From an optimization exercise on the open Yosys and OpenROAD flow, aimed at small area and a short achievable clock period; shortcuts taken in it are not production practice.
At most, simulation tests tie the RTL to the original design; equivalence was not proved.
Power and IR drop assume default switching activity.

==> inputs of run P <==
==> flow/design.v (excerpt) <==
module coast_cpu (
     clk_i
    ,rst_i
    ,rst_rom_i
    ,mode_sel_i
    ,en_w_rom_i
    ,w_rom_addr_i
    ,w_rom_data_i
    ,instruction_i
    ,WB_RAM_data_o
    ,WB_reg_data_1_o
    ,WB_reg_data_2_o
);
    input clk_i;
    input rst_i;
    input rst_rom_i;
    input mode_sel_i;
    input en_w_rom_i;
    input [15:0] w_rom_addr_i;
    input [31:0] w_rom_data_i;
    input [31:0] instruction_i;
    output [7:0] WB_RAM_data_o;
    output [7:0] WB_reg_data_1_o;
    output [7:0] WB_reg_data_2_o;
localparam [4:0] C_NOP  = 5'h00, C_ADDR = 5'h01, C_SUBR = 5'h02, C_MULR = 5'h03,
                 C_DIVR = 5'h04, C_ANDR = 5'h05, C_ORR  = 5'h06, C_NOTR = 5'h07,
                 C_RSHR = 5'h08, C_LSHR = 5'h09, C_MOVR = 5'h0A, C_MOUT = 5'h0B,
                 C_MTH  = 5'h0C, C_JMPR = 5'h0D, C_EJR  = 5'h0E, C_NEJR = 5'h0F,
                 C_ADDI = 5'h11, C_SUBI = 5'h12, C_MULI = 5'h13, C_DIVI = 5'h14,
                 C_ANDI = 5'h15, C_ORI  = 5'h16, C_NOTI = 5'h17, C_RSHI = 5'h18,
                 C_LSHI = 5'h19, C_MOVI = 5'h1A, C_MIN  = 5'h1C, C_JIMM = 5'h1D,
                 C_HOLD = 5'h1E;
function [4:0] enc;
    input [31:0] i;
    begin
        case (i[31:24])
            8'h01, 8'h02, 8'h03, 8'h04, 8'h05, 8'h06, 8'h07, 8'h08, 8'h09, 8'h0A:
                enc = {i[19], i[27:24]};
            8'h0B: enc = i[19] ? C_NOP : C_MOUT;
            8'h0C: enc = i[19] ? C_MIN : C_NOP;
            8'h0D, 8'h0E, 8'h0F: enc = i[19] ? C_JIMM : {1'b0, i[27:24]};
            8'h10: enc = i[19] ? C_NOP : C_MTH;
            8'h11: enc = (i[23] == i[22]) ? C_HOLD : C_NOP;
            default: enc = C_NOP;
        endcase
    end
endfunction
reg [22:0] rom_q;           
reg [1:0]  bubble;
reg [15:0] pc;
reg        en_w_reg;
reg        en_w_ram;
reg [7:0]  w_ram_data;
reg [5:0]  w_ram_addr;
reg [7:0]  w_reg_data_1;
reg [7:0]  w_reg_data_2;
reg [4:0]  w_reg_addr_1;
reg [4:0]  w_reg_addr_2;    
reg        dv_tail;
reg [13:0] dv_w;            
reg [13:0] dv_t1;
reg [13:0] dv_t2;
reg [13:0] dv_t3;
reg [2:0]  dv_g;
reg [1:0]  dv_rlo;
reg [15:0] dv_d;
reg [15:0] dv_d3;
reg [4:0]  p_cls;
reg [7:0]  p_a;
reg [7:0]  p_x;
reg        p_zr;            
reg        p_zm;            
reg [5:0]  p_maddr;         
reg [4:0]  p_dest;
reg [5:0]  p_w5;            
reg [5:0]  p_t1;
reg [5:0]  p_t2;
reg [5:0]  p_t3;
reg [2:0]  p_g5;
  ...
export LEC_CHECK = 0
export CAP_MARGIN = 20
export CORE_MARGIN = 2
export CORE_UTILIZATION = 55
export CTS_CLUSTER_DIAMETER = 100
export CTS_CLUSTER_SIZE = 30
export SLEW_MARGIN = 20
create_clock -name core_clock -period 26.0 [get_ports {clk_i}]
standard.sh (not shown) runs the stock make flow with config.mk's settings and CLKGATE_MAP_FILE= SYNTH_SCRIPT=/design/flow/synth_recipe.tcl, a recipe that flattens the netlist after the stock synthesis.
==> flow/flow/run.sh <==
#!/bin/bash
# The standard layout (standard.sh); the only change is that timing repair
# aims at a larger setup margin, so that positive-slack paths are sized up too.
set -e
export SETUP_SLACK_MARGIN=18
bash standard.sh finish > flow_standard.log 2>&1
==> run F (differences from run P) <==
--- a/flow/design.v
+++ b/flow/design.v
@@ -22,47 +22,12 @@
         assign ro = {ws, r[2*J-1:0]};
     end else begin : nolo
         assign ro = ws;
     end
     assign q  = {g2, g3 | (g1 & ~g2)};
 endmodule
-module divcmp #(parameter J = 0, parameter W = 16 - 2*J) (
-    input  [15:0]  r,
-    input  [15:0]  d,
-    input  [17:0]  d3,
-    output [W-1:0] w,
-    output [W-1:0] t1,
-    output [W-1:0] t2,
-    output [W-1:0] t3,
-    output [2:0]   g
-);
-    assign w = r[15:2*J];
-    wire f1 = (d >> W) == 16'd0;
-    wire f2 = (d >> (W-1)) == 16'd0;
-    wire f3 = (d <= ((17'd1 << W) - 17'd1) / 17'd3);
-    wire [W-1:0] d2 = d << 1;
-    wire [W:0] u1 = {1'b0, w} - {1'b0, d[W-1:0]};
-    wire [W:0] u2 = {1'b0, w} - {1'b0, d2};
-    wire [W:0] u3 = {1'b0, w} - {1'b0, d3[W-1:0]};
-    assign t1 = u1[W-1:0];
-    assign t2 = u2[W-1:0];
-    assign t3 = u3[W-1:0];
-    assign g = {f3 & ~u3[W], f2 & ~u2[W], f1 & ~u1[W]};
-endmodule
-module divsel #(parameter W = 16) (
-    input  [W-1:0] w,
-    input  [W-1:0] t1,
-    input  [W-1:0] t2,
-    input  [W-1:0] t3,
-    input  [2:0]   g,
-    output [W-1:0] ws,
-    output [1:0]   q
-);
-    assign ws = g[2] ? t3 : g[1] ? t2 : g[0] ? t1 : w;
-    assign q  = {g[1], g[2] | (g[0] & ~g[1])};
-endmodule
 module coast_cpu (
      clk_i
     ,rst_i
     ,rst_rom_i
     ,mode_sel_i
     ,en_w_rom_i
@@ -116,34 +81,24 @@
 reg [5:0]  w_ram_addr;
 reg [7:0]  w_reg_data_1;
 reg [7:0]  w_reg_data_2;
 reg [4:0]  w_reg_addr_1;
 reg [4:0]  w_reg_addr_2;    
 reg        dv_tail;
-reg [13:0] dv_w;            
-reg [13:0] dv_t1;
-reg [13:0] dv_t2;
-reg [13:0] dv_t3;
-reg [2:0]  dv_g;
-reg [1:0]  dv_rlo;
+reg [15:0] dv_r;
 reg [15:0] dv_d;
 reg [15:0] dv_d3;
 reg [4:0]  p_cls;
 reg [7:0]  p_a;
 reg [7:0]  p_x;
 reg        p_zr;            
 reg        p_zm;            
 reg [5:0]  p_maddr;         
 reg [4:0]  p_dest;
-reg [5:0]  p_w5;            
-reg [5:0]  p_t1;
-reg [5:0]  p_t2;
-reg [5:0]  p_t3;
-reg [2:0]  p_g5;
-reg [9:0]  p_nlo;           
-reg [3:0]  p_q;             
+reg [15:0] p_r;             
+reg [5:0]  p_q;             
 reg [15:0] p_d3;            
 localparam [20:0] W_NOP = {2'b11, 4'h0, 1'b1, 3'd0, 11'd0};
 function [20:0] pack;
     input [31:0] i;
     reg [7:0] op;
     begin
@@ -556,15 +511,15 @@
     endcase
 end
 wire        d_small = (s1_d[15:4] == 12'd0);
 wire [7:0]  qr76 = nibtab[s1_d[3:0]];
 wire [3:0]  q76 = d_small ? qr76[7:4] : 4'd0;
 wire [3:0]  r76 = d_small ? qr76[3:0] : n4;
-wire [5:0]  w5s, t15s, t25s, t35s;
-wire [2:0]  g5s;
-divcmp #(5) u_c5 (.r({r76, s1_n[11:0]}), .d(s1_d), .d3(s1_d3), .w(w5s), .t1(t15s), .t2(t25s), .t3(t35s), .g(g5s));
+wire [15:0] r5s;
+wire [1:0]  q5s;
+divrow #(5) u_r5 (.r({r76, s1_n[11:0]}), .d(s1_d), .d3(s1_d3), .ro(r5s), .q(q5s));
 always @(posedge clk_i) begin
     if (rst_i)
         bubble <= 2'd0;
     else if (mode_sel_i)
         bubble <= bubble + 2'd1;
     else
@@ -578,42 +533,32 @@
     p_a    <= a_val;
     p_x    <= cls[4] ? fld[17:10] : b_val;
     p_zr   <= en_w_reg;
     p_zm   <= en_w_ram;
     p_maddr <= fld[7:2];
     p_dest <= dest;
-    p_w5   <= w5s;
-    p_t1   <= t15s;
-    p_t2   <= t25s;
-    p_t3   <= t35s;
-    p_g5   <= g5s;
-    p_nlo  <= s1_n[9:0];
-    p_q    <= q76;
+    p_r    <= r5s;
+    p_q    <= {q76, q5s};
     p_d3   <= s1_d3[15:0];
 end
 wire [5:0]  s2_c  = p_zr ? 6'd0 : reg_arr[p_maddr[5:1]][5:0];
 wire [15:0] s2_jt = p_zr ? 16'd0 : {reg_arr[30], reg_arr[29]};
 wire [7:0]  s2_rm = p_zm ? 8'd0 : ram_arr[p_maddr];
 wire [15:0] pc_inc  = pc + 16'd1;
 wire        pc_wrap = (pc[15:6] != 10'd0) || (pc[5:0] == 6'd63);
 wire [15:0] pc_norm = mode_sel_i ? (pc_wrap ? 16'd0 : pc_inc) : pc;
 wire [15:0] mul = p_a * p_x;
 wire [8:0]  sub = {1'b0, p_a} - {1'b0, p_x};
 wire [15:0] dvd = {p_a, p_x};
 wire [17:0] dvd3 = {2'b0, p_d3};
-wire [5:0]  ws5;
-wire [1:0]  q5;
-divsel #(6) u_s5 (.w(p_w5), .t1(p_t1), .t2(p_t2), .t3(p_t3), .g(p_g5), .ws(ws5), .q(q5));
-wire [15:0] r4, r3, r2;
-wire [1:0]  q4, q3, q2;
-divrow #(4) u_r4 (.r({ws5, p_nlo}), .d(dvd), .d3(dvd3), .ro(r4), .q(q4));
+wire [15:0] r4, r3, r2, r1;
+wire [1:0]  q4, q3, q2, q1;
+divrow #(4) u_r4 (.r(p_r), .d(dvd), .d3(dvd3), .ro(r4), .q(q4));
 divrow #(3) u_r3 (.r(r4), .d(dvd), .d3(dvd3), .ro(r3), .q(q3));
 divrow #(2) u_r2 (.r(r3), .d(dvd), .d3(dvd3), .ro(r2), .q(q2));
-wire [13:0] w1s, t11s, t21s, t31s;
-wire [2:0]  g1s;
-divcmp #(1) u_c1 (.r(r2), .d(dvd), .d3(dvd3), .w(w1s), .t1(t11s), .t2(t21s), .t3(t31s), .g(g1s));
+divrow #(1) u_r1 (.r(r2), .d(dvd), .d3(dvd3), .ro(r1), .q(q1));
 wire hold = (p_cls == C_JMPR) || (p_cls == C_EJR) || (p_cls == C_NEJR);
 always @(posedge clk_i) begin
     if (rst_i) begin
         en_w_reg     <= 1'b0;
         en_w_ram     <= 1'b0;
         w_ram_data   <= 8'd0;
@@ -660,14 +605,14 @@
             C_MULI: begin
                 en_w_reg     <= 1'b1;
                 w_reg_addr_2 <= 5'd23;
             end
             C_DIVR: begin
                 en_w_reg     <= 1'b1;
-                w_reg_data_1 <= {p_q, q5, q4};
-                w_reg_data_2 <= {q3, q2, 4'd0};
+                w_reg_data_1 <= {p_q, q4};
+                w_reg_data_2 <= {q3, q2, q1, 2'd0};
                 w_reg_addr_2 <= 5'd23;
                 dv_tail      <= 1'b1;
             end
             C_DIVI: begin
                 en_w_reg     <= 1'b1;
             end
@@ -720,18 +665,13 @@
             end
             default: ;
         endcase
     end
 end
 always @(posedge clk_i) begin
-    dv_w   <= w1s;
-    dv_t1  <= t11s;
-    dv_t2  <= t21s;
-    dv_t3  <= t31s;
-    dv_g   <= g1s;
-    dv_rlo <= r2[1:0];
+    dv_r  <= r1;
     dv_d  <= dvd;
     dv_d3 <= p_d3;
 end
 always @(posedge clk_i) begin
     if (rst_i)
         pc <= 16'd0;
@@ -743,16 +683,13 @@
             C_JIMM: pc <= pc_inc;
             C_HOLD: pc <= pc;
             default: pc <= pc_norm;
         endcase
     end
 end
-wire [13:0] ws1;
-wire [1:0]  q1;
-divsel #(14) u_s1 (.w(dv_w), .t1(dv_t1), .t2(dv_t2), .t3(dv_t3), .g(dv_g), .ws(ws1), .q(q1));
 wire [15:0] r0;
 wire [1:0]  q0;
-divrow #(0) u_r0 (.r({ws1, dv_rlo}), .d(dv_d), .d3({2'b0, dv_d3}), .ro(r0), .q(q0));
+divrow #(0) u_r0 (.r(dv_r), .d(dv_d), .d3({2'b0, dv_d3}), .ro(r0), .q(q0));
 assign WB_RAM_data_o   = w_ram_data;
 assign WB_reg_data_1_o = w_reg_data_1;
-assign WB_reg_data_2_o = dv_tail ? {w_reg_data_2[7:4], q1, q0} : w_reg_data_2;
+assign WB_reg_data_2_o = dv_tail ? {w_reg_data_2[7:2], q0} : w_reg_data_2;
 endmodule
- CORE_UTILIZATION: 55 -> 40
- CTS_CLUSTER_DIAMETER: 100 -> not set
- CTS_CLUSTER_SIZE: 30 -> not set
==> run M (differences from run P) <==
--- a/flow/design.v
+++ b/flow/design.v
@@ -136,13 +136,12 @@
 reg [4:0]  p_dest;
 reg [5:0]  p_w5;            
 reg [5:0]  p_t1;
 reg [5:0]  p_t2;
 reg [5:0]  p_t3;
 reg [2:0]  p_g5;
-reg [9:0]  p_nlo;           
 reg [3:0]  p_q;             
 reg [15:0] p_d3;            
 localparam [20:0] W_NOP = {2'b11, 4'h0, 1'b1, 3'd0, 11'd0};
 function [20:0] pack;
     input [31:0] i;
     reg [7:0] op;
@@ -583,13 +582,12 @@
     p_dest <= dest;
     p_w5   <= w5s;
     p_t1   <= t15s;
     p_t2   <= t25s;
     p_t3   <= t35s;
     p_g5   <= g5s;
-    p_nlo  <= s1_n[9:0];
     p_q    <= q76;
     p_d3   <= s1_d3[15:0];
 end
 wire [5:0]  s2_c  = p_zr ? 6'd0 : reg_arr[p_maddr[5:1]][5:0];
 wire [15:0] s2_jt = p_zr ? 16'd0 : {reg_arr[30], reg_arr[29]};
 wire [7:0]  s2_rm = p_zm ? 8'd0 : ram_arr[p_maddr];
@@ -602,13 +600,14 @@
 wire [17:0] dvd3 = {2'b0, p_d3};
 wire [5:0]  ws5;
 wire [1:0]  q5;
 divsel #(6) u_s5 (.w(p_w5), .t1(p_t1), .t2(p_t2), .t3(p_t3), .g(p_g5), .ws(ws5), .q(q5));
 wire [15:0] r4, r3, r2;
 wire [1:0]  q4, q3, q2;
-divrow #(4) u_r4 (.r({ws5, p_nlo}), .d(dvd), .d3(dvd3), .ro(r4), .q(q4));
+wire [9:0]  s2_nlo = p_zr ? 10'd0 : {reg_arr[24][1:0], reg_arr[23]};
+divrow #(4) u_r4 (.r({ws5, s2_nlo}), .d(dvd), .d3(dvd3), .ro(r4), .q(q4));
 divrow #(3) u_r3 (.r(r4), .d(dvd), .d3(dvd3), .ro(r3), .q(q3));
 divrow #(2) u_r2 (.r(r3), .d(dvd), .d3(dvd3), .ro(r2), .q(q2));
 wire [13:0] w1s, t11s, t21s, t31s;
 wire [2:0]  g1s;
 divcmp #(1) u_c1 (.r(r2), .d(dvd), .d3(dvd3), .w(w1s), .t1(t11s), .t2(t21s), .t3(t31s), .g(g1s));
 wire hold = (p_cls == C_JMPR) || (p_cls == C_EJR) || (p_cls == C_NEJR);
==> flow/flow/run.sh (replaced) <==
#!/bin/bash
# The standard layout (standard.sh); the only change is that timing repair
# aims at a larger setup margin, so that positive-slack paths are sized up too
# (gate cloning is left off so that every register keeps its name).
set -e
export SETUP_SLACK_MARGIN=18
export SKIP_GATE_CLONING=1
bash standard.sh finish > flow_standard.log 2>&1
- CTS_CLUSTER_DIAMETER: 100 -> 70
- CTS_CLUSTER_SIZE: 30 -> 22
==> comparison <==
- Run P went through all stages and came out clean. Run F went through all stages and came out clean. Run M finished but fails on antenna violations.
- In run P the setup slack is better than in run M, by 0.11 ns.
- Clock power, lowest first: run P, run M, run F.
- The highest register-to-register slack belongs to run P, the lowest to run F.
- Synthesized cell count: run P > run F > run M.
For run P and run F, only the layout was checked, not whether the RTL still works.

==> what the ideal ports hide <==
In the flow no input, the clock included, has a driving cell. The finished layouts below were timed again as built, in two steps.
Step 1 assumes that a clkbuf_16 drives the clock port and a buf_2 every other input.
Step 2 adds t to the input delays and takes it off the output delays; t is the mean of the earliest and latest rising clock arrival at the registers after step 1. Input paths then give back, and output paths get back, about the clock's delay inside the block.
a / b / c = ideal / step 1 / step 2; a / b = the first two.
run | shift t [ns] | slack for setup (ns) | worst setup path after step 2 | worst slew at a driven data input, ns
run P | 0.929 | 16.666 / 16.450 / 15.521 | input to register | 0.36
run F | 1.024 | 16.069 / 16.021 / 14.996 | input to register | 0.45
run M | 0.939 | 16.554 / 16.584 / 15.645 | input to register | 0.15
The setup slack of run P, which loses most, moves by -0.216 ns with the drivers and by -1.145 ns with both steps.
